Source: an optimization exercise on an open RTL-to-GDS flow (aim: small area). Production flows keep margins and buffers that such runs may drop. Where RTL was checked, it was by simulation tests only, not by an equivalence proof against the original. Function not checked in run 1: the RTL went through the layout flow alone. The flow treats the clock pin as an ideal source, which a real chip does not have. Power is estimated from default activity; no workload was simulated.

<file path="config.mk">
export PLATFORM = sky130hd
export DESIGN_NAME = simon_top
export DESIGN_NICKNAME = simon_top
export VERILOG_FILES = /design/flow/design.v
export SDC_FILE = /design/flow/constraint.sdc
export NUM_CORES = 4
export LEC_CHECK = 0
export CAP_MARGIN = 20
export CORE_MARGIN = 2
export CORE_UTILIZATION = 40
export SLEW_MARGIN = 20
</file>
<file path="constraint.sdc">
create_clock -name core_clock -period 10.0 [get_ports {CLOCK_50}]
set_input_delay 2.0000 -clock core_clock [delete_from_list [all_inputs] [get_ports {CLOCK_50}]]
set_output_delay 2.0000 -clock core_clock [all_outputs]
set_load 0.01 [all_outputs]
</file>
<file path="design.v">
module clock_divider (
    input  wire clk,
    input  wire rst_n,
    output wire tick
);
    reg [5:0] counter_reg;
    assign tick = counter_reg[5] & counter_reg[2] & counter_reg[1] & counter_reg[0];
    always @(posedge clk or negedge rst_n) begin
        if (!rst_n)
            counter_reg <= 6'd0;
        else if (tick)
            counter_reg <= 6'd1;
        else
            counter_reg <= {counter_reg[4:0], ~(counter_reg[5] ^ counter_reg[0])};
    end
endmodule
module debounce_sampler (
    input  wire clk,
    input  wire rst_n,
    output wire sample
);
    reg [2:0] johnson;
    assign sample = johnson[2] & ~johnson[1];
    always @(posedge clk or negedge rst_n) begin
        if (!rst_n)
            johnson <= 3'b000;
        else
            johnson <= {johnson[1:0], ~johnson[2]};
    end
endmodule
module button_debouncer (
    input  wire clk,
    input  wire rst_n,
    input  wire btn_in,
    input  wire sample,
    input  wire tick,
    output reg  btn_evt
);
    reg [1:0] sync_ff;           
    reg debounced_level;
    reg last_debounced_level;
    wire both_hi = sync_ff[1] & sync_ff[0];
    wire both_lo = ~(sync_ff[1] | sync_ff[0]);
    wire press   = sample & both_hi & ~last_debounced_level;
    always @(posedge clk)
        sync_ff <= {sync_ff[0], btn_in};
    always @(posedge clk or negedge rst_n) begin
        if (!rst_n) begin
            debounced_level      <= 1'b0;
            last_debounced_level <= 1'b0;
            btn_evt              <= 1'b0;
        end else begin
            if (sample) begin
                last_debounced_level <= debounced_level;
                if (both_hi)
                    debounced_level <= 1'b1;
                else if (both_lo)
                    debounced_level <= 1'b0;
            end
            btn_evt <= (btn_evt & ~tick) | press;
        end
    end
endmodule
module lfsr (
    input wire clk,
    input wire rst_n,
    input wire tick,
    output wire [7:0] data_out
);
    reg [7:0] lfsr_reg;
    wire feedback_bit;
    assign feedback_bit = lfsr_reg[7] ^ lfsr_reg[5] ^ lfsr_reg[4] ^ lfsr_reg[3];
    always @(posedge clk or negedge rst_n) begin
        if (!rst_n) begin
            lfsr_reg <= 8'hA1;
        end else if (tick) begin
            lfsr_reg <= {feedback_bit, lfsr_reg[7:1]};
        end
    end
    assign data_out = lfsr_reg;
endmodule
module pattern_memory (
    input  wire       clk,
    input  wire       write_en,
    input  wire [5:0] addr,
    input  wire [1:0] data_in,
    output reg  [1:0] rd_data
);
    reg [127:0] ring;
    reg [4:0]   pos;
    wire [3:0] head   = ring[3:0];
    wire       hit    = (pos == addr[5:1]);
    wire       wr_hit = write_en & hit;
    wire [3:0] feed   = {(wr_hit &  addr[0]) ? data_in : head[3:2],
                         (wr_hit & ~addr[0]) ? data_in : head[1:0]};
    always @(posedge clk) begin
        ring <= {feed, ring[127:4]};
        pos  <= {pos[3:0], pos[4] ^ pos[2] ^ ~|pos[3:0]};
        if (hit)
            rd_data <= addr[0] ? head[3:2] : head[1:0];
    end
endmodule
module game_fsm (
    input  wire       clk,
    input  wire       rst_n,
    input  wire       tick,
    input  wire [3:0] btn_evt,
    input  wire [1:0] lfsr_data,
    output wire       mem_write_en,
    output wire [5:0] mem_addr,
    output wire [1:0] mem_data_in,
    input  wire [1:0] mem_data_out,
    output wire [3:0] game_leds,
    output wire       led_success,
    output wire       led_fail,
    output wire [3:0] score_out
);
    localparam S_IDLE       = 4'd0;
    localparam S_IDLE_F     = 4'd1;
    localparam S_LVL_FIRST  = 4'd2;
    localparam S_LVL_NEXT   = 4'd3;
    localparam S_SHOW_DELAY = 4'd4;
    localparam S_LED_ON     = 4'd5;
    localparam S_LED_OFF    = 4'd6;
    localparam S_WAIT       = 4'd7;
    localparam S_CHECK_OK   = 4'd8;
    localparam S_CHECK_BAD  = 4'd9;
    localparam S_SUCCESS    = 4'd10;
    localparam S_FAIL       = 4'd11;
    localparam S_FAIL_WAIT  = 4'd12;
    reg [3:0] state;
    reg [6:0] timer;             
    reg [5:0] index;             
    reg [5:0] won;
    wire done = ~(timer[6] | timer[5] | timer[4] | timer[3] | timer[1]);
    wire last = (index == won) & ~(&won);
    wire any_btn = |btn_evt;
    reg [3:0] colour_leds;
    always @(*) begin
        case (mem_data_out)
            2'b00: colour_leds = 4'b0001;
            2'b01: colour_leds = 4'b0010;
            2'b10: colour_leds = 4'b0100;
            default: colour_leds = 4'b1000;
        endcase
    end
    wire bad = |(btn_evt & ~colour_leds);
    assign game_leds   = (state == S_LED_OFF) ? colour_leds :
                         {4{(state == S_FAIL_WAIT) & index[3]}};
    assign led_success = (state == S_LVL_NEXT);
    assign led_fail    = (state == S_FAIL_WAIT) | (state == S_IDLE_F);
    assign score_out   = won[3:0];
    assign mem_write_en = (state == S_LVL_FIRST) | (state == S_LVL_NEXT);
    assign mem_addr     = index;
    assign mem_data_in  = lfsr_data;
    always @(posedge clk) begin
        if (tick) begin
            case (state)
                S_SHOW_DELAY, S_LED_OFF, S_FAIL_WAIT:
                    timer <= {timer[5:0], timer[6] ^ timer[5]};
                S_FAIL:  timer <= 7'd72;
                default: timer <= 7'd45;
            endcase
            case (state)
                S_IDLE, S_IDLE_F, S_LVL_FIRST, S_LVL_NEXT:
                    index <= 6'd0;
                S_LED_OFF:  if (done) index <= last ? 6'd0 : index + 6'd1;
                S_CHECK_OK, S_FAIL_WAIT: index <= index + 6'd1;
                S_FAIL:     index <= 6'd63;
                default: ;
            endcase
        end
    end
    always @(posedge clk or negedge rst_n) begin
        if (!rst_n) begin
            state <= S_IDLE;
            won   <= 6'd0;
        end else if (tick) begin
            case (state)
                S_IDLE, S_IDLE_F:
                    state <= any_btn ? S_LVL_FIRST : S_IDLE;
                S_LVL_FIRST, S_LVL_NEXT:
                    state <= S_SHOW_DELAY;
                S_SHOW_DELAY:
                    if (done) state <= S_LED_ON;
                S_LED_ON:
                    state <= S_LED_OFF;
                S_LED_OFF:
                    if (done) state <= last ? S_WAIT : S_LED_ON;
                S_WAIT:
                    if (any_btn) state <= bad ? S_CHECK_BAD : S_CHECK_OK;
                S_CHECK_OK:
                    state <= last ? S_SUCCESS : S_WAIT;
                S_CHECK_BAD:
                    state <= S_FAIL;
                S_SUCCESS: begin
                    won   <= won + 6'd1;
                    state <= S_LVL_NEXT;
                end
                S_FAIL: begin
                    won   <= 6'd0;
                    state <= S_FAIL_WAIT;
                end
                S_FAIL_WAIT:
                    if (done) state <= S_IDLE_F;
                default:
                    state <= S_IDLE;
            endcase
        end
    end
endmodule
module seven_seg (
    input wire [3:0] num_in,
    output reg [6:0] seg_out
);
    always @(*) begin
        case (num_in)
            4'h0: seg_out = 7'b1000000;  
            4'h1: seg_out = 7'b1111001;  
            4'h2: seg_out = 7'b0100100;  
            4'h3: seg_out = 7'b0110000;  
            4'h4: seg_out = 7'b0011001;  
            4'h5: seg_out = 7'b0010010;  
            4'h6: seg_out = 7'b0000010;  
            4'h7: seg_out = 7'b1111000;  
            4'h8: seg_out = 7'b0000000;  
            4'h9: seg_out = 7'b0010000;  
            4'hA: seg_out = 7'b0001000;  
            4'hB: seg_out = 7'b0000011;  
            4'hC: seg_out = 7'b1000110;  
            4'hD: seg_out = 7'b0100001;  
            4'hE: seg_out = 7'b0000110;  
            4'hF: seg_out = 7'b0001110;  
            default: seg_out = 7'b1111111;
        endcase
    end
endmodule
module simon_top (
    input wire CLOCK_50,
    input wire [0:0] KEY,     
    input wire [3:0] SW,      
    output wire [9:0] LEDR,
    output wire [6:0] HEX0    
);
    wire rst_n = KEY[0];
    wire tick;
    wire sample;
    wire [3:0] btn_evt;
    wire [7:0] lfsr_out;
    wire mem_write_en;
    wire [5:0] mem_addr;
    wire [1:0] mem_data_in;
    wire [1:0] mem_data_out;
    wire [3:0] game_leds_out;
    wire led_success_out;
    wire led_fail_out;
    wire [3:0] score_out_fsm;
    clock_divider fsm_ticker (
        .clk(CLOCK_50),
        .rst_n(rst_n),
        .tick(tick)
    );
    debounce_sampler sampler (
        .clk(CLOCK_50),
        .rst_n(rst_n),
        .sample(sample)
    );
    button_debouncer debouncer_0 (.clk(CLOCK_50), .rst_n(rst_n), .btn_in(SW[0]), .sample(sample), .tick(tick), .btn_evt(btn_evt[0]));
    button_debouncer debouncer_1 (.clk(CLOCK_50), .rst_n(rst_n), .btn_in(SW[1]), .sample(sample), .tick(tick), .btn_evt(btn_evt[1]));
    button_debouncer debouncer_2 (.clk(CLOCK_50), .rst_n(rst_n), .btn_in(SW[2]), .sample(sample), .tick(tick), .btn_evt(btn_evt[2]));
    button_debouncer debouncer_3 (.clk(CLOCK_50), .rst_n(rst_n), .btn_in(SW[3]), .sample(sample), .tick(tick), .btn_evt(btn_evt[3]));
    lfsr lfsr_inst (
        .clk(CLOCK_50),
        .rst_n(rst_n),
        .tick(tick),
        .data_out(lfsr_out)
    );
    pattern_memory mem_inst (
        .clk(CLOCK_50),
        .write_en(mem_write_en),
        .addr(mem_addr),
        .data_in(mem_data_in),
        .rd_data(mem_data_out)
    );
    game_fsm the_game (
        .clk(CLOCK_50),
        .rst_n(rst_n),
        .tick(tick),
        .btn_evt(btn_evt),
        .lfsr_data(lfsr_out[1:0]),
        .mem_write_en(mem_write_en),
        .mem_addr(mem_addr),
        .mem_data_in(mem_data_in),
        .mem_data_out(mem_data_out),
        .game_leds(game_leds_out),
        .led_success(led_success_out),
        .led_fail(led_fail_out),
        .score_out(score_out_fsm)
    );
    seven_seg score_display (
        .num_in(score_out_fsm),
        .seg_out(HEX0)
    );
    assign LEDR[3:0] = game_leds_out;    
    assign LEDR[8]   = led_success_out;  
    assign LEDR[9]   = led_fail_out;     
    assign LEDR[7:4] = 4'b0000;
endmodule
</file>
<file path="flow/run.sh">
#!/bin/bash
# Own layout flow: the standard flow (standard.sh) with three changes.
#  1. After the standard synthesis, the combinational logic is mapped again
#     by ABC for area (remap.tcl, with a 30 s &deepsyn run); the flip-flops are kept as they are, by
#     instance name and cell type.
#  2. CTS adds no dummy loads and uses clkbuf_8 buffers; after CTS each leaf
#     clock buffer is shrunk to the smallest clkbuf whose flip-flop clock-pin
#     slew stays low (post_cts.tcl); buf_6 is tried before keeping clkbuf_8.
#  3. Ports are buffered with buf_1.
# Every tool's full output goes to a log of its own in this folder; ORFS also
# keeps each step's log under orfs/logs/.
set -euo pipefail
W=$(pwd)
RES=$W/orfs/results/sky130hd/simon_top/base

bash standard.sh "$RES/1_2_yosys.v" > make_synth.log 2>&1
cp "$RES/1_2_yosys.v" "$W/standard_1_2_yosys.v"

DONT_USE=$(sed -n '/DONT_USE_CELLS/,/^$/p' "$FLOW_HOME/platforms/sky130hd/config.mk" \
           | grep -oE 'sky130_fd_sc_hd__[a-z0-9_]+' | tr '\n' ' ')
LIB="$FLOW_HOME/platforms/sky130hd/lib/sky130_fd_sc_hd__tt_025C_1v80.lib"
REMAP_IN="$W/standard_1_2_yosys.v" REMAP_OUT="$W/remapped.v" REMAP_LIB="$LIB" \
REMAP_DONT_USE="$DONT_USE" yosys -c "$W/flow/remap.tcl" > remap.log 2>&1
cp "$W/remapped.v" "$RES/1_2_yosys.v"

CTS="-sink_clustering_enable -repair_clock_nets -dont_use_dummy_load -buf_list {sky130_fd_sc_hd__clkbuf_8}"
bash standard.sh "CTS_ARGS=$CTS" "BUFFER_PORTS_ARGS=-buffer_cell sky130_fd_sc_hd__buf_1" \
    "POST_CTS_TCL=$W/flow/post_cts.tcl" finish > make_finish.log 2>&1
</file>
<file path="flow/post_cts.tcl">
set limit 0.112
estimate_parasitics -placement
foreach inst [get_cells clkbuf_*] {
  set orig [get_property $inst ref_name]
  set out [get_pins -of_objects $inst -filter "direction == output"]
  set loads [get_pins -of_objects [get_nets -of_objects $out] -filter "direction == input"]
  set leaf 1
  foreach l $loads {
    if {![string match */CLK [get_full_name $l]]} { set leaf 0 }
  }
  if {!$leaf} { continue }
  set chosen ""
  foreach cand {sky130_fd_sc_hd__clkbuf_1 sky130_fd_sc_hd__clkbuf_2 sky130_fd_sc_hd__clkbuf_4 sky130_fd_sc_hd__buf_6} {
    replace_cell $inst $cand
    estimate_parasitics -placement
    set worst 0
    foreach l $loads {
      foreach p {slew_max_rise slew_max_fall} {
        set s [get_property $l $p]
        if {$s > $worst} { set worst $s }
      }
    }
    if {$worst <= $limit} { set chosen $cand; break }
  }
  if {$chosen eq ""} {
    replace_cell $inst $orig
    set chosen $orig
  }
  puts "post_cts: [get_full_name $inst] $orig -> $chosen"
}
estimate_parasitics -placement
</file>
<file path="flow/remap.tcl">
# Map the standard synthesis's combinational logic again, for area. The
# flip-flop cells are kept as instances (keep_hierarchy), so every register
# keeps its instance name and cell type.
yosys -import
set lib $::env(REMAP_LIB)
set du {}
foreach c $::env(REMAP_DONT_USE) { lappend du -dont_use $c }
read_liberty -ignore_miss_func $lib
read_verilog $::env(REMAP_IN)
hierarchy -top simon_top
setattr -mod -set keep_hierarchy 1 sky130_fd_sc_hd__df* sky130_fd_sc_hd__edf*
flatten
opt -purge
abc -liberty $lib {*}$du -script "+strash;&get,-n;&deepsyn,-T,30;&put;dch,-f;amap"
splitnets
opt_clean -purge
hilomap -singleton -hicell sky130_fd_sc_hd__conb_1 HI -locell sky130_fd_sc_hd__conb_1 LO
opt_clean -purge
select simon_top
stat -liberty $lib
write_verilog -noattr -nohex -nodec -selected $::env(REMAP_OUT)
</file>
<file path="standard.sh">
#!/bin/bash
# synth_recipe.tcl (not shown) runs the flow's synth.tcl, then flattens the netlist and writes it again
# the make line also repeats each setting of config.mk as NAME=value (left out here)
make -C /OpenROAD-flow-scripts/flow DESIGN_CONFIG=/design/flow/config.mk WORK_HOME=/design/flow/orfs CLKGATE_MAP_FILE= SYNTH_SCRIPT=/design/flow/synth_recipe.tcl "${@:-finish}"
</file>
==> reports/metrics.json, run 1 <==
{
  "floorplan": {
    "die_area_sq_mm": 0.0146,
    "floorplan.initialDensity_pct": 41.1,
    "core_box_area_sq_mm": 0.0133,
    "die-height_um": 121,
    "row_count": 42,
    "die_width_um": 121,
    "top_level_ports": 23
  },
  "setup_path": {
    "ff2ff_setup_slack_ns": 6.68,
    "critical_path_peak_fanout": 6,
    "crit_path_start_kind": "flop",
    "criticalPathCategory": "flop to output port",
    "cp_slowest_cell": "dfrtp_1",
    "r2r_start": "fsm_ticker.counter_reg[0]",
    "worst-endpoint-arrival_ns": 2.01,
    "cp_slowest_stage_delay_ns": 0.40,
    "worstRegToRegCells": 14,
    "worst_r2r_endpoint": "the_game.won[5]",
    "critical_path_required_ns": 8.00,
    "endpoint_kind": "output port",
    "timing.critical_path.cells": "clkinv_1 -> nor2_1 -> clkinv_1 -> nor2_1 -> a31oi_1 -> nor2_1 -> a31oi_1 -> clkinv_1 -> o21ai_0 -> buf_1"
  },
  "cells_and_area": {
    "layout.cells.non_filler": 648,
    "most_frequent_standard_cell_in_the_layout_excluding_fill_and_tap_cells": "dfxtp_1",
    "layout.cells.most_common_list": "dfxtp_1, clkinv_1, nor2_1",
    "antenna_diode_instance_count": 0,
    "n_fill_cell": 1216,
    "final_area_sq_mm": 0.00593,
    "drive_above_1_share_pct": 4.45,
    "nets_final": 480,
    "largest_register_ffs": 128,
    "area.growth.synth_to_final_pct": 8.60
  },
  "grt": {
    "antenna_found_initial": 0,
    "first_pass_grt_wire_length_um": 14000,
    "gr-total-overflow": 0,
    "grt_pass1_vias": 3007,
    "grt_max_degree": 40,
    "grt.total_usage_pct": 12.4
  },
  "sta": {
    "max_clock_freq_ghz": 0.250,
    "layout_worst_path_cycle_share_pct": 40.1,
    "fin_ws_ns": 5.99,
    "hold_viol_final": 0,
    "finalSetupViolCount": 0,
    "max_slew.worst_pin.slew_ns": 0.981,
    "layout_min_cycle_time_ns": 4.01,
    "totalNegativeSetupSlack_ns": 0,
    "clock_skew_ns": 0.0700,
    "hold_slack_ns": 0.266,
    "timing.max_slew.rel_slack_pct": 34.6,
    "rsz0062_at_grt": "false",
    "timing_max_transition_violations_final": 0
  },
  "route": {
    "vias": 3042,
    "wire_per_inst_um": 12.5,
    "avgViaCountPerCell": 4.69,
    "wl_um": 8100,
    "drt_first_iter_violations": 202,
    "first_pass_iters": 5,
    "detail-route-antenna-nets": 0,
    "detail_route.drc_violations": 0
  },
  "hold_path": {
    "worst_hold_path.endpoint": "mem_inst.ring[22]",
    "hold_path_depth": 0,
    "min-delay-path-class": "flop to flop",
    "hold_path.startpoint": "mem_inst.ring[26]"
  },
  "place": {
    "pre_cts_slack_ns": 6.46,
    "port_buffers": 18,
    "place.gp.congestion": 0.940,
    "placed_cells": 631,
    "dp_hpwl_um": 5270,
    "placedInstanceArea_sq_mm": 0.00576
  },
  "status": {
    "outcome": "complete, no violations"
  },
  "clock_network": {
    "clkSlewWorstSetupHoldPaths_ns": 0.10,
    "clkLatencyLatePin_ns": 0.46,
    "cts_tree": "done",
    "clkSinkCount": 195
  },
  "synth": {
    "syn_area_sq_mm": 0.00546,
    "synth.avg_cell_area_sq_um": 12.6,
    "synthCells": 434,
    "ys_warn_count": 7
  },
  "power": {
    "ir_drop_mv": 0.0816,
    "powerDensity_mw_per_mm2": 191,
    "leakage_nw": 2.25
  },
  "run": {
    "cap_violations": 0
  }
}
-- worst max path at each step --
stage                    start  slack, ns       to
2_1_floorplan  the_game.won[0]       6.64  HEX0[1]
3_3_place_gp   the_game.won[0]       6.54  HEX0[1]
3_5_place_dp   the_game.won[0]       6.46  HEX0[0]
5_1_grt        the_game.won[0]       5.68  HEX0[1]
6_report       the_game.won[0]       5.99  HEX0[1]
-- critical path, delay by kind of cell, from the launching register on --
kind | cells | cell delay, ns
AO/OA/AOI/OAI | 3 | 0.20
buffers and inverters | 4 | 0.47
flip-flops | 1 | 0.40
AND/OR/NAND/NOR | 3 | 0.51
-- area by class of cell --
class	instances	area, sq um	share of cell area [%]
clock buffers	17	169	2.85
multi-input cells	195	1040	17.5
well taps	176	220	3.72
flip-flops and latches	195	4250	71.8
inverters	47	176	2.98
repair buffers	18	68.8	1.16
-- power by group --
group	switching (mW)	internal [mW]	leakage [nW]	total [mW]
Clock	0.213	0.111	0.0948	0.324
Combinational	0.00696	0.00309	0.412	0.0100
Sequential	0.00403	0.794	1.74	0.798
Total	0.224	0.909	2.25	1.13
-- through the flow --
| step | utilization, % | power, mW |
|---|---|---|
| finish | 44.6 | 1.13 |
| global placement | 43.3 | 0.825 |
| floorplan | - | 0.820 |
| global route | 44.6 | 1.18 |
| detailed placement | 43.3 | 0.826 |
-- routing by layer --
metal	global-route usage, %	vias to the layer above	wire, um	share of wire [%]
li1	-	1539	-	-
met1	16.8	1408	4210	52
met2	17.2	75	3270	40
met3	4.58	20	381	4.7
met4	6.90	0	238	2.9
met5	0	-	0	0
==> run 2: changes to the inputs <==
--- a/design.v
+++ b/design.v
@@ -154,4 +154,25 @@
     assign mem_addr     = index;
     assign mem_data_in  = lfsr_data;
+    reg idx_clear, idx_inc, idx_set;
+    always @(*) begin
+        idx_clear = 1'b0;
+        idx_inc   = 1'b0;
+        idx_set   = 1'b0;
+        if (tick) begin
+            case (state)
+                S_IDLE, S_IDLE_F, S_LVL_FIRST, S_LVL_NEXT:
+                    idx_clear = 1'b1;
+                S_LED_OFF: begin
+                    idx_clear = done & last;
+                    idx_inc   = done & ~last;
+                end
+                S_CHECK_OK, S_FAIL_WAIT:
+                    idx_inc = 1'b1;
+                S_FAIL:
+                    idx_set = 1'b1;
+                default: ;
+            endcase
+        end
+    end
     always @(posedge clk) begin
         if (tick) begin
@@ -162,13 +183,6 @@
                 default: timer <= 7'd45;
             endcase
-            case (state)
-                S_IDLE, S_IDLE_F, S_LVL_FIRST, S_LVL_NEXT:
-                    index <= 6'd0;
-                S_LED_OFF:  if (done) index <= last ? 6'd0 : index + 6'd1;
-                S_CHECK_OK, S_FAIL_WAIT: index <= index + 6'd1;
-                S_FAIL:     index <= 6'd63;
-                default: ;
-            endcase
         end
+        index <= ((index & {6{~idx_clear}}) + {5'd0, idx_inc}) | {6{idx_set}};
     end
     always @(posedge clk or negedge rst_n) begin
--- a/flow/run.sh
+++ b/flow/run.sh
@@ -2,5 +2,5 @@
 # Own layout flow: the standard flow (standard.sh) with three changes.
 #  1. After the standard synthesis, the combinational logic is mapped again
-#     by ABC for area (remap.tcl, with a 30 s &deepsyn run); the flip-flops are kept as they are, by
+#     by ABC for area (remap.tcl, with a 120 s &deepsyn run); the flip-flops are kept as they are, by
 #     instance name and cell type.
 #  2. CTS adds no dummy loads and uses clkbuf_8 buffers; after CTS each leaf
--- a/flow/remap.tcl
+++ b/flow/remap.tcl
@@ -12,5 +12,5 @@
 flatten
 opt -purge
-abc -liberty $lib {*}$du -script "+strash;&get,-n;&deepsyn,-T,30;&put;dch,-f;amap"
+abc -liberty $lib {*}$du -script "+strash;&get,-n;&deepsyn,-T,120;&put;dch,-f;amap"
 splitnets
 opt_clean -purge
==> run 2 against run 1 <==
Compared with the run above: still clean; sequential power barely moved; area after synthesis is 1.1% lower; via count up 0.99%; register-to-register slack worse by 0.53 ns; global-route usage down 0.14 points; total power barely moved; critical path type unchanged.
==> reports/metrics.json, run 2 <==
{
  "status": {
    "outcome": "complete, no violations"
  },
  "cells_and_area": {
    "drive_above_1_share_pct": 4.66,
    "nets_final": 480,
    "largest_register_ffs": 128,
    "n_fill_cell": 1211,
    "final_area_sq_mm": 0.00588,
    "utilization_pct": 44.6,
    "antenna_diode_instance_count": 0,
    "layout.cells.most_common_list": "dfxtp_1, clkinv_1, nor2_1",
    "sequential_cell_area_sq_mm": 0.00419,
    "most_frequent_standard_cell_in_the_layout_excluding_fill_and_tap_cells": "dfxtp_1",
    "multi_input_area_sq_mm": 0.00105,
    "area.growth.synth_to_final_pct": 8.92,
    "layout.cells.non_filler": 648
  },
  "synth": {
    "syn_area_sq_mm": 0.00540,
    "synthCells": 433,
    "synth.avg_cell_area_sq_um": 12.5,
    "ys_warn_count": 7
  },
  "setup_path": {
    "critical_path_peak_fanout": 5,
    "ff2ff_setup_slack_ns": 6.15,
    "crit_path_start_kind": "flop",
    "critical_path_required_ns": 8.00,
    "criticalPathCategory": "flop to output port",
    "endpoint_kind": "output port",
    "worst-endpoint-arrival_ns": 2.17
  },
  "floorplan": {
    "row_count": 42,
    "core_box_area_sq_mm": 0.0132,
    "die_width_um": 120,
    "floorplan.initialDensity_pct": 40.9,
    "top_level_ports": 23,
    "die_area_sq_mm": 0.0144,
    "die-height_um": 120
  },
  "power": {
    "ir_drop_mv": 0.125,
    "leakage_nw": 2.27,
    "powerDensity_mw_per_mm2": 193
  },
  "clock_network": {
    "clkLatencyLatePin_ns": 0.43,
    "clkSlewWorstSetupHoldPaths_ns": 0.10,
    "cts_tree": "done",
    "clkSinkCount": 195
  },
  "place": {
    "dp_hpwl_um": 5230,
    "port_buffers": 18,
    "placed_cells": 631,
    "pre_cts_slack_ns": 6.30,
    "placedInstanceArea_sq_mm": 0.00571,
    "place.gp.congestion": 0.876
  },
  "grt": {
    "antenna_found_initial": 0,
    "grt_pass1_vias": 2919,
    "first_pass_grt_wire_length_um": 13800,
    "gr-total-overflow": 0,
    "grt.total_usage_pct": 12.3,
    "grt_max_degree": 40
  },
  "sta": {
    "max_slew.worst_pin.slew_ns": 0.890,
    "fin_ws_ns": 5.83,
    "clock_skew_ns": 0.0632,
    "totalNegativeSetupSlack_ns": 0,
    "timing_max_transition_violations_final": 0,
    "max_clock_freq_ghz": 0.240,
    "rsz0062_at_grt": "false",
    "hold_viol_final": 0,
    "layout_min_cycle_time_ns": 4.17,
    "layout_worst_path_cycle_share_pct": 41.7,
    "timing.max_slew.rel_slack_pct": 40.7,
    "finalSetupViolCount": 0
  },
  "route": {
    "wl_um": 7990,
    "first_pass_iters": 4,
    "detail-route-antenna-nets": 0,
    "detail_route.drc_violations": 0,
    "vias": 3072,
    "drt_first_iter_violations": 205,
    "wire_per_inst_um": 12.3,
    "avgViaCountPerCell": 4.74
  },
  "run": {
    "cap_violations": 0
  },
  "hold_path": {
    "min-delay-path-class": "flop to flop"
  }
}
==> run 2: cell types whose count changed in the layout (fill, tap and decap cells not counted), moves of 3 or more <==
cell,change
nor4_1,+5
o21ai_0,-5
nand2_1,+3
nand3_1,+4
nor2_1,-5
nor3_1,+3
dfxtp_1,+6
edfxtp_1,-6
==> run 2: layout make-up <==
class / count / share of cell area, %
Clock buffer: 17 / 2.96
Sequential cell: 195 / 71.3
Inverter: 45 / 2.87
Tap cell: 176 / 3.75
Multi-Input combinational cell: 196 / 17.8
Timing Repair Buffer: 19 / 1.30
==> run 2: where the power goes <==
part / switching (mW) / internal (mW) / total (mW)
registers: 0.00458 / 0.791 / 0.796
clock network: 0.211 / 0.115 / 0.326
logic: 0.00682 / 0.00348 / 0.0103
total: 0.223 / 0.909 / 1.13
==> run 2: per-stage QoR <==
stage,hold WS (ns),power [mW]
detailed placement,0.312,0.823
floorplan,0.310,0.817
global placement,0.311,0.823
global route,0.266,1.19
finish,0.276,1.13
==> run 2: metal layers <==
layer  GRT usage, %  up-vias  part of all wire (%)
met5              0        -                     0
met4           7.28        0                   2.5
met3           3.75       18                   3.9
met2           17.0       66                    42
met1           16.9     1441                    51
li1               -     1547                     -
==> run 2: worst paths after layout <==
| kind | start | depth (start not counted) | endpoint |
|---|---|---|---|
| max in group asynchronous | KEY[0] | 1 | the_game.won[4] |
| hold reg to reg | mem_inst.ring[11] | 0 | mem_inst.ring[7] |
| setup reg to reg | the_game.won[2] | 18 | the_game.index[5] |
| hold / removal | mem_inst.ring[11] | 0 | mem_inst.ring[7] |
| setup / recovery | the_game.won[2] | 9 | HEX0[5] |
| min in group asynchronous | KEY[0] | 1 | the_game.won[2] |
==> run 2: worst max-delay path: stages (launching register included) <==
cell and delay (ns):
dfrtp_1 0.41, clkinv_1 0.15, nor2_1 0.20, clkinv_1 0.12
o21ai_0 0.11, or2_0 0.16, nand2_1 0.08, o21ai_0 0.22
o21a_1 0.16, buf_1 0.15
==> run 3: changes to the inputs <==
--- a/design.v
+++ b/design.v
@@ -133,5 +133,5 @@
     reg [5:0] index;             
     reg [5:0] won;
-    wire done = ~(timer[6] | timer[5] | timer[4] | timer[3] | timer[1]);
+    wire done = timer[6] & timer[5] & timer[4] & timer[1] & timer[0];
     wire last = (index == won) & ~(&won);
     wire any_btn = |btn_evt;
@@ -175,13 +175,9 @@
         end
     end
+    wire timing     = (state == S_SHOW_DELAY) | (state == S_LED_OFF) | (state == S_FAIL_WAIT);
+    wire timer_load = tick & ~timing;
     always @(posedge clk) begin
-        if (tick) begin
-            case (state)
-                S_SHOW_DELAY, S_LED_OFF, S_FAIL_WAIT:
-                    timer <= {timer[5:0], timer[6] ^ timer[5]};
-                S_FAIL:  timer <= 7'd72;
-                default: timer <= 7'd45;
-            endcase
-        end
+        timer <= timer_load ? ((state == S_FAIL) ? 7'd15 : 7'd65)
+                            : timer + {6'd0, tick};
         index <= ((index & {6{~idx_clear}}) + {5'd0, idx_inc}) | {6{idx_set}};
     end
==> run 3 against run 2 <==
Compared with the run above: critical path type unchanged; clock power about the same; count of clock-buffer cells in the layout unchanged; critical path depth unchanged; cell count up 3.7%; first-iteration DRC count up 6.3%; via count up 3.4%; critical endpoint unchanged; register-to-register slack better by 0.71 ns; global-route usage about the same; largest power group unchanged; area after synthesis up 0.16%; worst hold slack worse by 0.0041 ns.
==> reports/metrics.json, run 3 <==
{
  "status": {
    "outcome": "complete, no violations"
  },
  "synth": {
    "syn_area_sq_mm": 0.00541,
    "ys_warn_count": 7,
    "synthCells": 457,
    "synth.avg_cell_area_sq_um": 11.8
  },
  "hold_path": {
    "min-delay-path-class": "flop to flop"
  },
  "grt": {
    "antenna_found_initial": 0,
    "grt_pass1_vias": 3089,
    "grt.total_usage_pct": 12.2,
    "first_pass_grt_wire_length_um": 14100,
    "grt_max_degree": 40,
    "gr-total-overflow": 0
  },
  "sta": {
    "rsz0062_at_grt": "false",
    "totalNegativeSetupSlack_ns": 0,
    "layout_min_cycle_time_ns": 4.42,
    "hold_viol_final": 0,
    "max_slew.worst_pin.slew_ns": 0.805,
    "hold_slack_ns": 0.272,
    "timing_max_transition_violations_final": 0,
    "timing.max_slew.rel_slack_pct": 45.6,
    "layout_worst_path_cycle_share_pct": 44.2,
    "finalSetupViolCount": 0,
    "max_clock_freq_ghz": 0.226,
    "clock_skew_ns": 0.0641
  },
  "power": {
    "ir_drop_mv": 0.135,
    "powerDensity_mw_per_mm2": 192,
    "fin_total_pwr_mw": 1.13,
    "leakage_nw": 2.29
  },
  "setup_path": {
    "timing.critical_path.cells": "clkinv_1 -> nor2_1 -> clkinv_1 -> o22ai_1 -> nand2b_1 -> o22ai_1 -> or2_0 -> o21a_1 -> buf_1",
    "crit_path_start_kind": "flop",
    "cp_slowest_stage_delay_ns": 0.42,
    "endpoint_kind": "output port",
    "worst-endpoint-arrival_ns": 2.42,
    "cp_slowest_cell": "dfrtp_1",
    "critical_path_peak_fanout": 8,
    "criticalPathCategory": "flop to output port",
    "critical_path_required_ns": 8.00
  },
  "floorplan": {
    "top_level_ports": 23,
    "row_count": 42,
    "die_width_um": 120,
    "floorplan.initialDensity_pct": 40.8,
    "core_box_area_sq_mm": 0.0132,
    "die_area_sq_mm": 0.0145,
    "die-height_um": 120
  },
  "route": {
    "wire_per_inst_um": 12.0,
    "detail_route.drc_violations": 0,
    "avgViaCountPerCell": 4.73,
    "drt_first_iter_violations": 218,
    "vias": 3176,
    "first_pass_iters": 4,
    "wl_um": 8060,
    "detail-route-antenna-nets": 0
  },
  "clock_network": {
    "cts_tree": "done",
    "clkLatencyLatePin_ns": 0.45,
    "clkSlewWorstSetupHoldPaths_ns": 0.11,
    "clkSinkCount": 195
  },
  "cells_and_area": {
    "drive_above_1_share_pct": 4.44,
    "layout.cells.most_common_list": "dfxtp_1, nor2_1, clkinv_1",
    "most_frequent_standard_cell_in_the_layout_excluding_fill_and_tap_cells": "dfxtp_1",
    "area.growth.synth_to_final_pct": 9.23,
    "utilization_pct": 44.6,
    "final_area_sq_mm": 0.00591,
    "antenna_diode_instance_count": 0,
    "largest_register_ffs": 128,
    "nets_final": 504
  },
  "place": {
    "port_buffers": 18,
    "dp_hpwl_um": 5340,
    "place.gp.congestion": 0.901,
    "placedInstanceArea_sq_mm": 0.00571
  },
  "run": {
    "cap_violations": 0
  }
}
==> run 3: final timing paths <==
| path | start | to | slack, ns | cells past startpoint |
|---|---|---|---|---|
| max in group asynchronous | KEY[0] | lfsr_inst.lfsr_reg[5] | 8.00 | 2 |
| worst max register to register | fsm_ticker.counter_reg[0] | the_game.index[5] | 6.86 | 15 |
| min in group asynchronous | KEY[0] | the_game.state[0] | 1.43 | 1 |
| worst min-delay path | mem_inst.ring[8] | mem_inst.ring[4] | 0.27 | 0 |
| worst max-delay path | the_game.won[0] | HEX0[5] | 5.58 | 9 |
| worst min register to register | mem_inst.ring[8] | mem_inst.ring[4] | 0.27 | 0 |
==> run 3: worst max-delay path, delay by kind of cell, from the launching register on <==
| family | cells | cell delay (ns) |
|---|---|---|
| flops | 1 | 0.42 |
| buf+inv | 3 | 0.48 |
| compound gates | 3 | 0.58 |
| simple gates | 3 | 0.52 |
==> run 3: where the power goes <==
part,switching (mW),internal (mW)
sequential,0.00371,0.788
combinational,0.00727,0.00383
clock,0.210,0.119
total,0.221,0.911
==> run 3: stage by stage <==
step	std cells	worst slack [ns]
floorplan	460	6.48
global placement	654	6.31
detailed placement	654	6.11
global route	672	5.37
finish	672	5.58
==> run 3: final cells by class <==
cell class | count | area (sq um)
clock buffer | 17 | 179
inverter | 53 | 199
sequential | 195 | 4120
multi-input combinational | 212 | 1100
tap | 176 | 220
timing repair buffer | 19 | 88.8
fill | 1246 | 7340
==> run 3: routing by layer <==
metal,GRT usage (%),share of wire [%]
met1,16.6,51
met2,17.9,43
met3,4.29,4.5
met4,5.01,1.3
met5,0,0
==> run 4: changes to the inputs <==
--- a/flow/run.sh
+++ b/flow/run.sh
@@ -2,5 +2,5 @@
 # Own layout flow: the standard flow (standard.sh) with three changes.
 #  1. After the standard synthesis, the combinational logic is mapped again
-#     by ABC for area (remap.tcl, with a 120 s &deepsyn run); the flip-flops are kept as they are, by
+#     by ABC for area (remap.tcl, with a 30 s &deepsyn run); the flip-flops are kept as they are, by
 #     instance name and cell type.
 #  2. CTS adds no dummy loads and uses clkbuf_8 buffers; after CTS each leaf
--- a/flow/remap.tcl
+++ b/flow/remap.tcl
@@ -12,5 +12,5 @@
 flatten
 opt -purge
-abc -liberty $lib {*}$du -script "+strash;&get,-n;&deepsyn,-T,120;&put;dch,-f;amap"
+abc -liberty $lib {*}$du -script "+strash;&get,-n;&deepsyn,-T,30;&put;dch,-f;amap"
 splitnets
 opt_clean -purge
--- a/config.mk
+++ b/config.mk
@@ -8,4 +8,4 @@
 export CAP_MARGIN = 20
 export CORE_MARGIN = 2
-export CORE_UTILIZATION = 40
+export CORE_UTILIZATION = 55
 export SLEW_MARGIN = 20
==> run 4 against run 3 <==
Compared with the run above: core utilization rose by 16 points; synthesized cell count fell by 4.2%; maximum frequency rose by 1.7%; critical path depth fell by 1; sequential power barely moved; setup slack improved by 0.076 ns; first-iteration DRC count fell by 35%; via count fell by 0.41%; register-to-register slack got worse by 0.41 ns; clock skew fell by 0.0026 ns; critical endpoint is now HEX0[0].
==> reports/metrics.json, run 4 <==
{
  "cells_and_area": {
    "most_frequent_standard_cell_in_the_layout_excluding_fill_and_tap_cells": "dfxtp_1",
    "sequential_cell_area_sq_mm": 0.00412,
    "layout.cells.non_filler": 609,
    "antenna_diode_instance_count": 0,
    "largest_register_ffs": 128,
    "layout.cells.most_common_list": "dfxtp_1, nor2_1, clkinv_1",
    "nets_final": 484,
    "multi_input_area_sq_mm": 0.00112,
    "n_fill_cell": 839,
    "area.growth.synth_to_final_pct": 7.76,
    "drive_above_1_share_pct": 4.41
  },
  "grt": {
    "grt.total_usage_pct": 16.8,
    "grt_pass1_vias": 2942,
    "antenna_found_initial": 0,
    "first_pass_grt_wire_length_um": 13400,
    "gr-total-overflow": 0,
    "grt_max_degree": 40
  },
  "route": {
    "vias": 3163,
    "avgViaCountPerCell": 5.19,
    "wire_per_inst_um": 13.2,
    "detail_route.drc_violations": 0,
    "detail-route-antenna-nets": 0,
    "wl_um": 8020,
    "first_pass_iters": 5,
    "drt_first_iter_violations": 141
  },
  "sta": {
    "totalNegativeSetupSlack_ns": 0,
    "finalSetupViolCount": 0,
    "timing.max_slew.rel_slack_pct": 32.1,
    "max_slew.worst_pin.slew_ns": 0.993,
    "rsz0062_at_grt": "false",
    "hold_viol_final": 0,
    "layout_min_cycle_time_ns": 4.34,
    "max_clock_freq_ghz": 0.230,
    "clock_skew_ns": 0.0615,
    "timing_max_transition_violations_final": 0,
    "layout_worst_path_cycle_share_pct": 43.4
  },
  "synth": {
    "synthCells": 438,
    "ys_warn_count": 7,
    "synth.avg_cell_area_sq_um": 12.3,
    "syn_area_sq_mm": 0.00538
  },
  "power": {
    "cell_internal_pwr_uw": 904,
    "powerDensity_mw_per_mm2": 194,
    "comb_power_share_pct": 1.0,
    "p_switching_uw": 224,
    "power_frac_seq_pct": 70.2,
    "ir_drop_mv": 0.117,
    "switching_share_pct": 19.8,
    "p_clk_share_pct": 28.9,
    "leakage_nw": 2.26
  },
  "place": {
    "placed_cells": 592,
    "dp_hpwl_um": 5100,
    "place.gp.congestion": 0.919,
    "port_buffers": 18
  },
  "setup_path": {
    "cp_slowest_cell": "dfrtp_1",
    "endpoint_kind": "output port",
    "cp_slowest_stage_delay_ns": 0.46,
    "criticalPathCategory": "flop to output port",
    "timing.critical_path.cells": "clkinv_1 -> o21ai_0 -> o22a_1 -> a211oi_1 -> nor2_1 -> nor3_1 -> a211o_1 -> buf_1",
    "worst_setup_path_startpoint": "the_game.won[1]",
    "worstRegToRegCells": 8,
    "crit_path_start_kind": "flop",
    "critical_path_required_ns": 8.00,
    "worst_r2r_endpoint": "the_game.won[5]",
    "worst-endpoint-arrival_ns": 2.34,
    "critical_path_peak_fanout": 6,
    "r2r_start": "fsm_ticker.counter_reg[0]",
    "ff2ff_setup_slack_ns": 6.45
  },
  "hold_path": {
    "worst_hold_path.endpoint": "mem_inst.ring[91]",
    "min-delay-path-class": "flop to flop",
    "hold_path.startpoint": "mem_inst.ring[95]",
    "hold_path_depth": 0
  },
  "floorplan": {
    "core_box_area_sq_mm": 0.00964,
    "row_count": 36,
    "die-height_um": 103,
    "top_level_ports": 23,
    "die_area_sq_mm": 0.0106,
    "floorplan.initialDensity_pct": 55.9,
    "die_width_um": 103
  },
  "clock_network": {
    "clkLatencyLatePin_ns": 0.44,
    "clkSinkCount": 195,
    "clkSlewWorstSetupHoldPaths_ns": 0.10,
    "cts_tree": "done"
  },
  "status": {
    "outcome": "complete, no violations"
  },
  "run": {
    "cap_violations": 0
  }
}
[run 4: power groups by stage]
stage / Clock [mW] / Combinational (mW) / Sequential [mW]
2_1_floorplan: 0 / 0.00617 / 0.807
3_3_place_gp: 0 / 0.0108 / 0.808
3_5_place_dp: 0 / 0.0112 / 0.808
5_1_grt: 0.370 / 0.0132 / 0.792
6_report: 0.326 / 0.0107 / 0.791
[run 4: area by class of cell]
type	instances	share of cell area [%]
clock buffers	17	2.95
inverters	41	2.65
multi-input cells	205	19.3
flip-flops and latches	195	71.1
well taps	133	2.87
repair buffers	18	1.19
[run 4: metrics by stage]
stage	total power, mW	util (%)	cell area [sq um]	setup WS (ns)	hold slack, ns
2_1_floorplan	0.813	-	5400	6.41	0.310
3_3_place_gp	0.819	58.4	5630	6.29	0.310
3_5_place_dp	0.820	58.4	5630	6.20	0.312
5_1_grt	1.18	60.2	5800	5.46	0.283
6_report	1.13	60.2	5800	5.66	0.283
[run 4: routing by layer]
metal | routed length, um | part of all wire [%] | track usage, %
met4 | 132 | 1.6 | 8.60
met3 | 357 | 4.4 | 5.69
met1 | 3920 | 49 | 22.1
met5 | 0 | 0 | 0
met2 | 3610 | 45 | 25.0
[run 4: worst max-delay path by stage]
stage	end
6_report	HEX0[0]
2_1_floorplan	HEX0[0]
3_5_place_dp	HEX0[0]
3_3_place_gp	HEX0[0]
5_1_grt	HEX0[0]
[run 4: critical path: cells and delay by family (launching register included)]
family | cells | cell delay (ns)
flops | 1 | 0.46
compound gates | 4 | 0.81
buf+inv | 2 | 0.31
simple gates | 2 | 0.32
==> run 5: changes to the inputs <==
--- a/config.mk
+++ b/config.mk
@@ -8,4 +8,4 @@
 export CAP_MARGIN = 20
 export CORE_MARGIN = 2
-export CORE_UTILIZATION = 55
+export CORE_UTILIZATION = 40
 export SLEW_MARGIN = 20
==> run 5 against run 4 <==
Compared with the run above: via count is 1.5% lower; total power hardly changed; sequential cell count stayed put; synthesized cell count stayed put; global-route usage is 4.7 points lower; sequential share of layout area is 0.70 points lower; clock skew is 0.0032 ns lower; largest cell class unchanged.
==> reports/metrics.json, run 5 <==
{
  "sta": {
    "timing_max_transition_violations_final": 0,
    "totalNegativeSetupSlack_ns": 0,
    "layout_worst_path_cycle_share_pct": 43.8,
    "clock_skew_ns": 0.0583,
    "max_clock_freq_ghz": 0.229,
    "timing.max_slew.rel_slack_pct": 34.4,
    "rsz0062_at_grt": "false",
    "hold_viol_final": 0,
    "max_slew.worst_pin.slew_ns": 0.959,
    "layout_min_cycle_time_ns": 4.38,
    "finalSetupViolCount": 0
  },
  "floorplan": {
    "top_level_ports": 23,
    "row_count": 42,
    "die_area_sq_mm": 0.0144,
    "die-height_um": 120,
    "core_box_area_sq_mm": 0.0132,
    "floorplan.initialDensity_pct": 40.8,
    "die_width_um": 120
  },
  "power": {
    "leakage_nw": 2.26,
    "switching_share_pct": 19.6,
    "p_switching_uw": 221,
    "ir_drop_mv": 0.119,
    "cell_internal_pwr_uw": 907,
    "power_frac_seq_pct": 70.2,
    "powerDensity_mw_per_mm2": 192,
    "comb_power_share_pct": 1.0,
    "fin_total_pwr_mw": 1.13,
    "p_clk_share_pct": 28.9
  },
  "hold_path": {
    "hold_path.startpoint": "mem_inst.ring[32]",
    "min-delay-path-class": "flop to flop",
    "hold_path_depth": 0,
    "worst_hold_path.endpoint": "mem_inst.ring[28]"
  },
  "setup_path": {
    "ff2ff_setup_slack_ns": 6.59,
    "criticalPathCategory": "flop to output port",
    "crit_path_start_kind": "flop",
    "worst-endpoint-arrival_ns": 2.38,
    "worstRegToRegCells": 8,
    "endpoint_kind": "output port",
    "critical_path_peak_fanout": 6,
    "worst_r2r_endpoint": "the_game.won[5]",
    "r2r_start": "fsm_ticker.counter_reg[5]",
    "critical_path_required_ns": 8.00
  },
  "synth": {
    "ys_warn_count": 7,
    "synth.avg_cell_area_sq_um": 12.3,
    "synthCells": 438,
    "syn_area_sq_mm": 0.00538
  },
  "cells_and_area": {
    "drive_above_1_share_pct": 4.41,
    "layout.cells.non_filler": 652,
    "layout.cells.most_common_list": "dfxtp_1, nor2_1, clkinv_1",
    "largest_register_ffs": 128,
    "nets_final": 484,
    "n_fill_cell": 1237,
    "area.growth.synth_to_final_pct": 8.83,
    "antenna_diode_instance_count": 0,
    "final_area_sq_mm": 0.00586,
    "most_frequent_standard_cell_in_the_layout_excluding_fill_and_tap_cells": "dfxtp_1"
  },
  "run": {
    "cap_violations": 0
  },
  "place": {
    "place.gp.congestion": 0.903,
    "port_buffers": 18,
    "placed_cells": 635,
    "dp_hpwl_um": 5120,
    "placedInstanceArea_sq_mm": 0.00568
  },
  "clock_network": {
    "clkSlewWorstSetupHoldPaths_ns": 0.10,
    "clkSinkCount": 195,
    "clkLatencyLatePin_ns": 0.44,
    "cts_tree": "done"
  },
  "grt": {
    "grt_pass1_vias": 2901,
    "grt.total_usage_pct": 12.2,
    "grt_max_degree": 40,
    "first_pass_grt_wire_length_um": 13700,
    "gr-total-overflow": 0,
    "antenna_found_initial": 0
  },
  "route": {
    "wire_per_inst_um": 12.2,
    "wl_um": 7930,
    "vias": 3116,
    "drt_first_iter_violations": 181,
    "first_pass_iters": 4,
    "detail-route-antenna-nets": 0,
    "detail_route.drc_violations": 0,
    "avgViaCountPerCell": 4.78
  },
  "status": {
    "outcome": "complete, no violations"
  }
}
## run 5: cell types whose count changed in the layout (fill, tap and decap cells not counted), sizes merged
| cell | previous run | this run |
|---|---|---|
| buf | 28 | 29 |
| clkbuf | 7 | 6 |
## run 5: area by class of cell
type                    count  area [sq um]  share of cell area (%)
inverters                  41           154                    2.63
multi-input cells         205          1120                    19.1
flip-flops and latches    195          4120                    70.4
repair buffers             18          68.8                    1.17
well taps                 176           220                    3.76
clock buffers              17           175                    2.99
## run 5: worst max-delay path, cell delays in order, from the launching register on
cell and delay [ns]:
dfrtp_1 0.45, clkinv_1 0.17, o21ai_0 0.28, o22a_1 0.21, a211oi_1 0.06, nor2_1 0.25, nor3_1 0.11, a211o_1 0.28
buf_1 0.12
## run 5: layer usage
layer  global-route usage, %  vias to the layer above  routed length, um
met4                    5.81                        0                137
met5                       0                        -                  0
li1                        -                     1576                  -
met2                    16.7                       60               3410
met1                    17.4                     1464               4060
met3                    3.71                       16                323
## run 5: power by group through the flow
stage,clock network (mW),registers [mW],logic [mW]
final,0.325,0.792,0.0108
after global routing,0.376,0.792,0.0133
after detailed placement,0,0.808,0.0112
after global placement,0,0.808,0.0107
after floorplan,0,0.807,0.00617
## run 5: how the worst max path moves through the flow
stage | startpoint | to | cells past startpoint | slack [ns]
final | the_game.won[1] | HEX0[0] | 8 | 5.62
after global routing | the_game.won[1] | HEX0[0] | 8 | 5.38
after detailed placement | the_game.won[1] | HEX0[0] | 8 | 6.15
after global placement | the_game.won[1] | HEX0[0] | 8 | 6.32
after floorplan | the_game.won[1] | HEX0[0] | 7 | 6.41
## run 5: stage by stage
| step | hold slack [ns] | worst slack (ns) | utilization (%) |
|---|---|---|---|
| final | 0.279 | 5.62 | 44.4 |
| after global routing | 0.282 | 5.38 | 44.4 |
| after detailed placement | 0.312 | 6.15 | 43.1 |
| after global placement | 0.312 | 6.32 | 43.1 |
| after floorplan | 0.310 | 6.41 | - |
==> run 6: changes to the inputs <==
==> flow/run.sh (replaced) <==
#!/bin/bash
# Own layout flow: the standard flow (standard.sh) with three changes.
#  1. After the standard synthesis, the combinational logic is mapped again
#     by ABC for area (remap.tcl: &deepsyn, then dch and amap). &deepsyn is
#     randomised, so it runs with several seeds, in two rounds (the second
#     starts from the first round's smallest netlist), and the smallest
#     netlist is kept. The flip-flops are kept as they are, by instance name
#     and cell type.
#  2. CTS adds no dummy loads and uses clkbuf_8 buffers; after CTS each leaf
#     clock buffer is shrunk to the smallest buffer whose flip-flop clock-pin
#     slew stays low (post_cts.tcl).
#  3. Ports are buffered with buf_1.
# Every tool's full output goes to a log of its own in this folder; ORFS also
# keeps each step's log under orfs/logs/.
set -euo pipefail
W=$(pwd)
RES=$W/orfs/results/sky130hd/simon_top/base

bash standard.sh "$RES/1_2_yosys.v" > make_synth.log 2>&1
cp "$RES/1_2_yosys.v" "$W/standard_1_2_yosys.v"

DONT_USE=$(sed -n '/DONT_USE_CELLS/,/^$/p' "$FLOW_HOME/platforms/sky130hd/config.mk" \
           | grep -oE 'sky130_fd_sc_hd__[a-z0-9_]+' | tr '\n' ' ')
LIB="$FLOW_HOME/platforms/sky130hd/lib/sky130_fd_sc_hd__tt_025C_1v80.lib"

area() { grep "Chip area for module" "$1.stat" | awk '{print $NF}'; }

best="$W/standard_1_2_yosys.v"
for round in 1 2; do
  for s in 1 2 3 4; do
    seed=$(( (round - 1) * 4 + s ))
    REMAP_IN="$best" REMAP_OUT="$W/remap_$seed.v" REMAP_LIB="$LIB" REMAP_T=100 \
    REMAP_SEED=$seed REMAP_DONT_USE="$DONT_USE" \
      yosys -c "$W/flow/remap.tcl" > "remap_$seed.log" 2>&1 &
  done
  wait
  for s in 1 2 3 4; do
    seed=$(( (round - 1) * 4 + s ))
    a=$(area "$W/remap_$seed.v")
    echo "round $round seed $seed area $a" >> remap_summary.log
    if [[ "$best" == "$W/standard_1_2_yosys.v" ]] || \
       awk -v a="$a" -v b="$best_area" 'BEGIN { exit !(a < b) }'; then
      best="$W/remap_$seed.v"; best_area=$a
    fi
  done
done
echo "kept $best ($best_area)" >> remap_summary.log
cp "$best" "$RES/1_2_yosys.v"

CTS="-sink_clustering_enable -repair_clock_nets -dont_use_dummy_load -buf_list {sky130_fd_sc_hd__clkbuf_8}"
bash standard.sh "CTS_ARGS=$CTS" "BUFFER_PORTS_ARGS=-buffer_cell sky130_fd_sc_hd__buf_1" \
    "POST_CTS_TCL=$W/flow/post_cts.tcl" finish > make_finish.log 2>&1
--- a/flow/remap.tcl
+++ b/flow/remap.tcl
@@ -12,5 +12,5 @@
 flatten
 opt -purge
-abc -liberty $lib {*}$du -script "+strash;&get,-n;&deepsyn,-T,30;&put;dch,-f;amap"
+abc -liberty $lib {*}$du -script "+strash;&get,-n;&deepsyn,-T,$::env(REMAP_T),-S,$::env(REMAP_SEED);&put;dch,-f;amap"
 splitnets
 opt_clean -purge
@@ -18,4 +18,4 @@
 opt_clean -purge
 select simon_top
-stat -liberty $lib
+tee -o $::env(REMAP_OUT).stat stat -liberty $lib
 write_verilog -noattr -nohex -nodec -selected $::env(REMAP_OUT)
==> run 6 against run 5 <==
Compared with the run above: non-clock buffer count unchanged; register-to-register slack got worse by 0.02 ns; clock skew increased by 0.0050 ns; die area about the same; core utilization about the same; critical path type unchanged.
==> reports/metrics.json, run 6 <==
{
  "setup_path": {
    "worst-endpoint-arrival_ns": 2.54,
    "cp_slowest_stage_delay_ns": 0.41,
    "critical_path_required_ns": 8.00,
    "critical_path_peak_fanout": 9,
    "criticalPathCategory": "flop to output port",
    "worstRegToRegCells": 15,
    "timing.critical_path.cells": "clkinv_1 -> nor3_1 -> a21oi_1 -> o21ai_0 -> o21ai_0 -> nor3_1 -> o21bai_1 -> buf_1",
    "crit_path_start_kind": "flop",
    "endpoint_kind": "output port",
    "worst_r2r_endpoint": "the_game.index[5]",
    "cp_slowest_cell": "dfrtp_1",
    "r2r_start": "fsm_ticker.counter_reg[0]",
    "ff2ff_setup_slack_ns": 6.57
  },
  "place": {
    "place.gp.congestion": 0.818,
    "dp_hpwl_um": 5220,
    "placedInstanceArea_sq_mm": 0.00569,
    "port_buffers": 18
  },
  "floorplan": {
    "die_area_sq_mm": 0.0144,
    "core_box_area_sq_mm": 0.0132,
    "floorplan.initialDensity_pct": 40.9,
    "die_width_um": 120,
    "die-height_um": 120,
    "top_level_ports": 23,
    "row_count": 42
  },
  "cells_and_area": {
    "largest_register_ffs": 128,
    "drive_above_1_share_pct": 4.34,
    "nets_final": 492,
    "layout.cells.most_common_list": "dfxtp_1, nor2_1, clkinv_1",
    "final_area_sq_mm": 0.00586,
    "area.growth.synth_to_final_pct": 8.75,
    "n_fill_cell": 1227,
    "antenna_diode_instance_count": 0,
    "most_frequent_standard_cell_in_the_layout_excluding_fill_and_tap_cells": "dfxtp_1"
  },
  "status": {
    "outcome": "complete, no violations"
  },
  "grt": {
    "grt.total_usage_pct": 12.3,
    "grt_pass1_vias": 3066,
    "gr-total-overflow": 0,
    "antenna_found_initial": 0,
    "global_route.usage.met2_pct": 18.4,
    "groute.layer.met3.usage_pct": 5.09,
    "first_pass_grt_wire_length_um": 13900,
    "grt_util_met1_pct": 16.2,
    "grt.busiest_layer": "met2",
    "grt_max_degree": 40
  },
  "route": {
    "wl_um": 8090,
    "vias": 3109,
    "detail-route-antenna-nets": 0,
    "drt_first_iter_violations": 231,
    "wire_per_inst_um": 12.3,
    "avgViaCountPerCell": 4.71,
    "first_pass_iters": 6,
    "detail_route.drc_violations": 0
  },
  "sta": {
    "hold_slack_ns": 0.269,
    "max_slew.worst_pin.slew_ns": 0.899,
    "max_clock_freq_ghz": 0.220,
    "clock_skew_ns": 0.0633,
    "hold_viol_final": 0,
    "layout_min_cycle_time_ns": 4.54,
    "rsz0062_at_grt": "false",
    "timing.max_slew.rel_slack_pct": 38.5,
    "timing_max_transition_violations_final": 0,
    "layout_worst_path_cycle_share_pct": 45.4,
    "finalSetupViolCount": 0,
    "totalNegativeSetupSlack_ns": 0
  },
  "clock_network": {
    "clkSlewWorstSetupHoldPaths_ns": 0.10,
    "clkLatencyLatePin_ns": 0.44,
    "cts_tree": "done",
    "clkSinkCount": 195
  },
  "synth": {
    "syn_area_sq_mm": 0.00539,
    "synth.avg_cell_area_sq_um": 12.1,
    "ys_warn_count": 7,
    "synthCells": 446
  },
  "run": {
    "cap_violations": 0
  },
  "hold_path": {
    "worst_hold_path.endpoint": "mem_inst.ring[29]",
    "hold_path_depth": 0,
    "min-delay-path-class": "flop to flop",
    "hold_path.startpoint": "mem_inst.ring[33]"
  },
  "power": {
    "ir_drop_mv": 0.113,
    "powerDensity_mw_per_mm2": 193,
    "leakage_nw": 2.24
  }
}
## run 6: where the power goes
part	leakage, nW	internal (mW)	switching, mW
Sequential	1.73	0.787	0.00388
Combinational	0.412	0.00341	0.00765
Clock	0.0953	0.114	0.216
## run 6: through the flow
step           std cells  setup slack [ns]  power, mW  util [%]
5_1_grt              660              5.24       1.18      44.4
2_1_floorplan        449              6.13      0.813         -
3_3_place_gp         643              6.25      0.819      43.1
3_5_place_dp         643              6.00      0.820      43.1
6_report             660              5.46       1.13      44.4
## run 6: cell type report
| type | instances | area [sq um] | share of cell area [%] |
|---|---|---|---|
| Timing Repair Buffer | 18 | 68.8 | 1.17 |
| Inverter | 50 | 188 | 3.20 |
| Clock buffer | 17 | 171 | 2.92 |
| Tap cell | 176 | 220 | 3.76 |
| Sequential cell | 195 | 4120 | 70.3 |
| Multi-Input combinational cell | 204 | 1090 | 18.6 |
## run 6: worst max-delay path by stage
| stage | from | endpoint | depth (start not counted) |
|---|---|---|---|
| floorplan | the_game.won[3] | HEX0[5] | 8 |
| global placement | the_game.won[3] | HEX0[5] | 9 |
| detailed placement | the_game.won[3] | HEX0[2] | 9 |
| global route | the_game.won[1] | HEX0[5] | 9 |
| finish | the_game.won[0] | HEX0[5] | 8 |
## run 6: critical path, delay by kind of cell (launching register included)
family                 cells  cell delay (ns)
AO/OA/AOI/OAI              4             0.57
flip-flops                 1             0.41
buffers and inverters      2             0.40
AND/OR/NAND/NOR            2             0.70
## run 6: layer usage
layer	share of wire, %	up-vias
li1	-	1578
met1	52	1467
met2	44	55
met3	3.8	9
met4	0.96	0
met5	0	-
==> run 7: changes to the inputs <==
--- a/design.v
+++ b/design.v
@@ -147,5 +147,5 @@
     wire bad = |(btn_evt & ~colour_leds);
     assign game_leds   = (state == S_LED_OFF) ? colour_leds :
-                         {4{(state == S_FAIL_WAIT) & index[3]}};
+                         {4{(state == S_FAIL_WAIT) & timer[3]}};
     assign led_success = (state == S_LVL_NEXT);
     assign led_fail    = (state == S_FAIL_WAIT) | (state == S_IDLE_F);
@@ -154,9 +154,8 @@
     assign mem_addr     = index;
     assign mem_data_in  = lfsr_data;
-    reg idx_clear, idx_inc, idx_set;
+    reg idx_clear, idx_inc;
     always @(*) begin
         idx_clear = 1'b0;
         idx_inc   = 1'b0;
-        idx_set   = 1'b0;
         if (tick) begin
             case (state)
@@ -167,8 +166,6 @@
                     idx_inc   = done & ~last;
                 end
-                S_CHECK_OK, S_FAIL_WAIT:
+                S_CHECK_OK:
                     idx_inc = 1'b1;
-                S_FAIL:
-                    idx_set = 1'b1;
                 default: ;
             endcase
@@ -180,5 +177,5 @@
         timer <= timer_load ? ((state == S_FAIL) ? 7'd15 : 7'd65)
                             : timer + {6'd0, tick};
-        index <= ((index & {6{~idx_clear}}) + {5'd0, idx_inc}) | {6{idx_set}};
+        index <= (index & {6{~idx_clear}}) + {5'd0, idx_inc};
     end
     always @(posedge clk or negedge rst_n) begin
--- a/flow/run.sh
+++ b/flow/run.sh
@@ -3,7 +3,6 @@
 #  1. After the standard synthesis, the combinational logic is mapped again
 #     by ABC for area (remap.tcl: &deepsyn, then dch and amap). &deepsyn is
-#     randomised, so it runs with several seeds, in two rounds (the second
-#     starts from the first round's smallest netlist), and the smallest
-#     netlist is kept. The flip-flops are kept as they are, by instance name
+#     randomised, so it runs with eight seeds (four at a time) on the
+#     standard netlist, and the smallest netlist is kept. The flip-flops are kept as they are, by instance name
 #     and cell type.
 #  2. CTS adds no dummy loads and uses clkbuf_8 buffers; after CTS each leaf
@@ -26,9 +25,10 @@
 area() { grep "Chip area for module" "$1.stat" | awk '{print $NF}'; }
 
-best="$W/standard_1_2_yosys.v"
+best=""
+best_area=""
 for round in 1 2; do
   for s in 1 2 3 4; do
     seed=$(( (round - 1) * 4 + s ))
-    REMAP_IN="$best" REMAP_OUT="$W/remap_$seed.v" REMAP_LIB="$LIB" REMAP_T=100 \
+    REMAP_IN="$W/standard_1_2_yosys.v" REMAP_OUT="$W/remap_$seed.v" REMAP_LIB="$LIB" REMAP_T=60 \
     REMAP_SEED=$seed REMAP_DONT_USE="$DONT_USE" \
       yosys -c "$W/flow/remap.tcl" > "remap_$seed.log" 2>&1 &
@@ -39,5 +39,5 @@
     a=$(area "$W/remap_$seed.v")
     echo "round $round seed $seed area $a" >> remap_summary.log
-    if [[ "$best" == "$W/standard_1_2_yosys.v" ]] || \
+    if [[ -z "$best_area" ]] || \
        awk -v a="$a" -v b="$best_area" 'BEGIN { exit !(a < b) }'; then
       best="$W/remap_$seed.v"; best_area=$a
==> run 7 against run 6 <==
Compared with the run above: still clean; sequential share of layout area is 0.56 points higher; clock power is essentially flat; critical path depth fell by 1; total power is 0.25% higher; core utilization shrank 0.17 points; non-clock buffer count is 1 higher; synthesized cell count down 1.6%; worst hold slack better by 0.012 ns; cell count fell by 0.91%; critical path type unchanged; largest cell class unchanged.
==> reports/metrics.json, run 7 <==
{
  "setup_path": {
    "criticalPathCategory": "flop to output port",
    "r2r_start": "fsm_ticker.counter_reg[5]",
    "critical_path_required_ns": 8.00,
    "worst_r2r_endpoint": "the_game.index[5]",
    "worst-endpoint-arrival_ns": 2.12,
    "ff2ff_setup_slack_ns": 6.83,
    "endpoint_kind": "output port",
    "critical_path_peak_fanout": 6,
    "crit_path_start_kind": "flop",
    "worstRegToRegCells": 16
  },
  "clock_network": {
    "cts_tree": "done",
    "clkSinkCount": 195,
    "clkSlewWorstSetupHoldPaths_ns": 0.09,
    "clkLatencyLatePin_ns": 0.45
  },
  "grt": {
    "antenna_found_initial": 0,
    "grt_pass1_vias": 2903,
    "grt_max_degree": 40,
    "gr-total-overflow": 0,
    "grt.total_usage_pct": 12.4,
    "first_pass_grt_wire_length_um": 13700
  },
  "sta": {
    "finalSetupViolCount": 0,
    "timing_max_transition_violations_final": 0,
    "totalNegativeSetupSlack_ns": 0,
    "layout_worst_path_cycle_share_pct": 41.2,
    "fin_ws_ns": 5.88,
    "rsz0062_at_grt": "false",
    "max_slew.worst_pin.slew_ns": 0.879,
    "max_clock_freq_ghz": 0.243,
    "timing.max_slew.rel_slack_pct": 41.4,
    "hold_viol_final": 0,
    "hold_slack_ns": 0.281,
    "clock_skew_ns": 0.0581,
    "layout_min_cycle_time_ns": 4.12
  },
  "route": {
    "detail-route-antenna-nets": 0,
    "avgViaCountPerCell": 4.70,
    "wire_per_inst_um": 12.3,
    "vias": 3074,
    "detail_route.drc_violations": 0,
    "first_pass_iters": 5,
    "drt_first_iter_violations": 301,
    "wl_um": 8050
  },
  "floorplan": {
    "die_width_um": 119,
    "row_count": 42,
    "core_box_area_sq_mm": 0.0131,
    "die_area_sq_mm": 0.0143,
    "floorplan.initialDensity_pct": 40.6,
    "top_level_ports": 23,
    "die-height_um": 119
  },
  "hold_path": {
    "hold_path_depth": 0,
    "hold_path.startpoint": "mem_inst.ring[10]",
    "worst_hold_path.endpoint": "mem_inst.ring[6]",
    "min-delay-path-class": "flop to flop"
  },
  "status": {
    "outcome": "complete, no violations"
  },
  "cells_and_area": {
    "multi_input_area_sq_mm": 0.00108,
    "most_frequent_standard_cell_in_the_layout_excluding_fill_and_tap_cells": "dfxtp_1",
    "n_fill_cell": 1211,
    "drive_above_1_share_pct": 4.60,
    "final_area_sq_mm": 0.00581,
    "largest_register_ffs": 128,
    "layout.cells.most_common_list": "dfxtp_1, nor2_1, clkinv_1",
    "layout.cells.non_filler": 654,
    "antenna_diode_instance_count": 0,
    "sequential_cell_area_sq_mm": 0.00412,
    "area.growth.synth_to_final_pct": 9.06,
    "utilization_pct": 44.3,
    "nets_final": 486
  },
  "synth": {
    "ys_warn_count": 7,
    "syn_area_sq_mm": 0.00533,
    "synthCells": 439,
    "synth.avg_cell_area_sq_um": 12.1
  },
  "run": {
    "cap_violations": 0
  },
  "place": {
    "pre_cts_slack_ns": 6.35,
    "placedInstanceArea_sq_mm": 0.00564,
    "port_buffers": 18,
    "place.gp.congestion": 0.911,
    "dp_hpwl_um": 5190,
    "placed_cells": 637
  },
  "power": {
    "fin_total_pwr_mw": 1.13,
    "leakage_nw": 2.27,
    "powerDensity_mw_per_mm2": 195,
    "ir_drop_mv": 0.104
  }
}
## run 7: per-layer routing
metal	vias up	share of wire [%]	global-route usage [%]
li1	1561	-	-
met1	1442	50	16.7
met2	58	44	17.8
met3	13	3.9	4.45
met4	0	1.3	6.03
met5	-	0	0
## run 7: worst max-delay path by stage
| stage | depth (start not counted) | to | slack, ns | start |
|---|---|---|---|---|
| finish | 7 | LEDR[0] | 5.88 | the_game.state[1] |
| global route | 7 | LEDR[0] | 5.62 | the_game.state[1] |
| detailed placement | 7 | LEDR[0] | 6.35 | the_game.state[1] |
| global placement | 7 | LEDR[1] | 6.50 | the_game.state[1] |
| floorplan | 6 | LEDR[0] | 6.61 | the_game.state[1] |
## run 7: critical path: stages, from the launching register on
cell      delay [ns]
dfrtp_1         0.45
clkinv_1        0.17
nor2_1          0.28
nor2_1          0.10
nor2_1          0.21
nand4b_1        0.15
o21ai_0         0.19
buf_1           0.17
## run 7: layout make-up
type / count / share of cell area (%)
inverters: 38 / 2.45
flip-flops and latches: 195 / 70.9
multi-input cells: 209 / 18.5
well taps: 176 / 3.79
clock buffers: 17 / 3.01
repair buffers: 19 / 1.31
## run 7: power by group
part | switching, mW | leakage [nW] | internal (mW)
logic | 0.00732 | 0.441 | 0.00333
clock network | 0.216 | 0.0967 | 0.116
registers | 0.00414 | 1.73 | 0.787

-- separate check: timing with driven ports --
The results above use ideal ports. As a check the final layouts listed here were re-extracted and re-timed, cells and wires unchanged.
Step 1: set_driving_cell puts a clkbuf_16 on CLOCK_50 and a buf_2 on each other input, an assumption about the parent block.
Step 2 moves the port delays by t, midway between the first and last clock arrival at a register: inputs arrive t later, outputs are due t later. That takes back most of the time a late clock gives input paths.
a / b / c = ideal ports / drivers / drivers and shift; a / b = the first two.
run	shift t [ns]	setup WS [ns]	worst slew at a driven data input, ns	pins driven straight from the clock port
run 1	0.459	5.994 / 5.961 / 6.420	0.03	1
run 2	0.435	5.826 / 5.794 / 6.152	0.04	1
run 3	0.444	5.580 / 5.549 / 5.992	0.03	1
run 4	0.448	5.656 / 5.621 / 6.069	0.03	1
run 5	0.444	5.625 / 5.594 / 6.038	0.03	1
run 6	0.442	5.464 / 5.433 / 5.874	0.03	1
run 7	0.455	5.883 / 5.851 / 6.306	0.03	1
After both steps setup and hold are still met in every run listed.
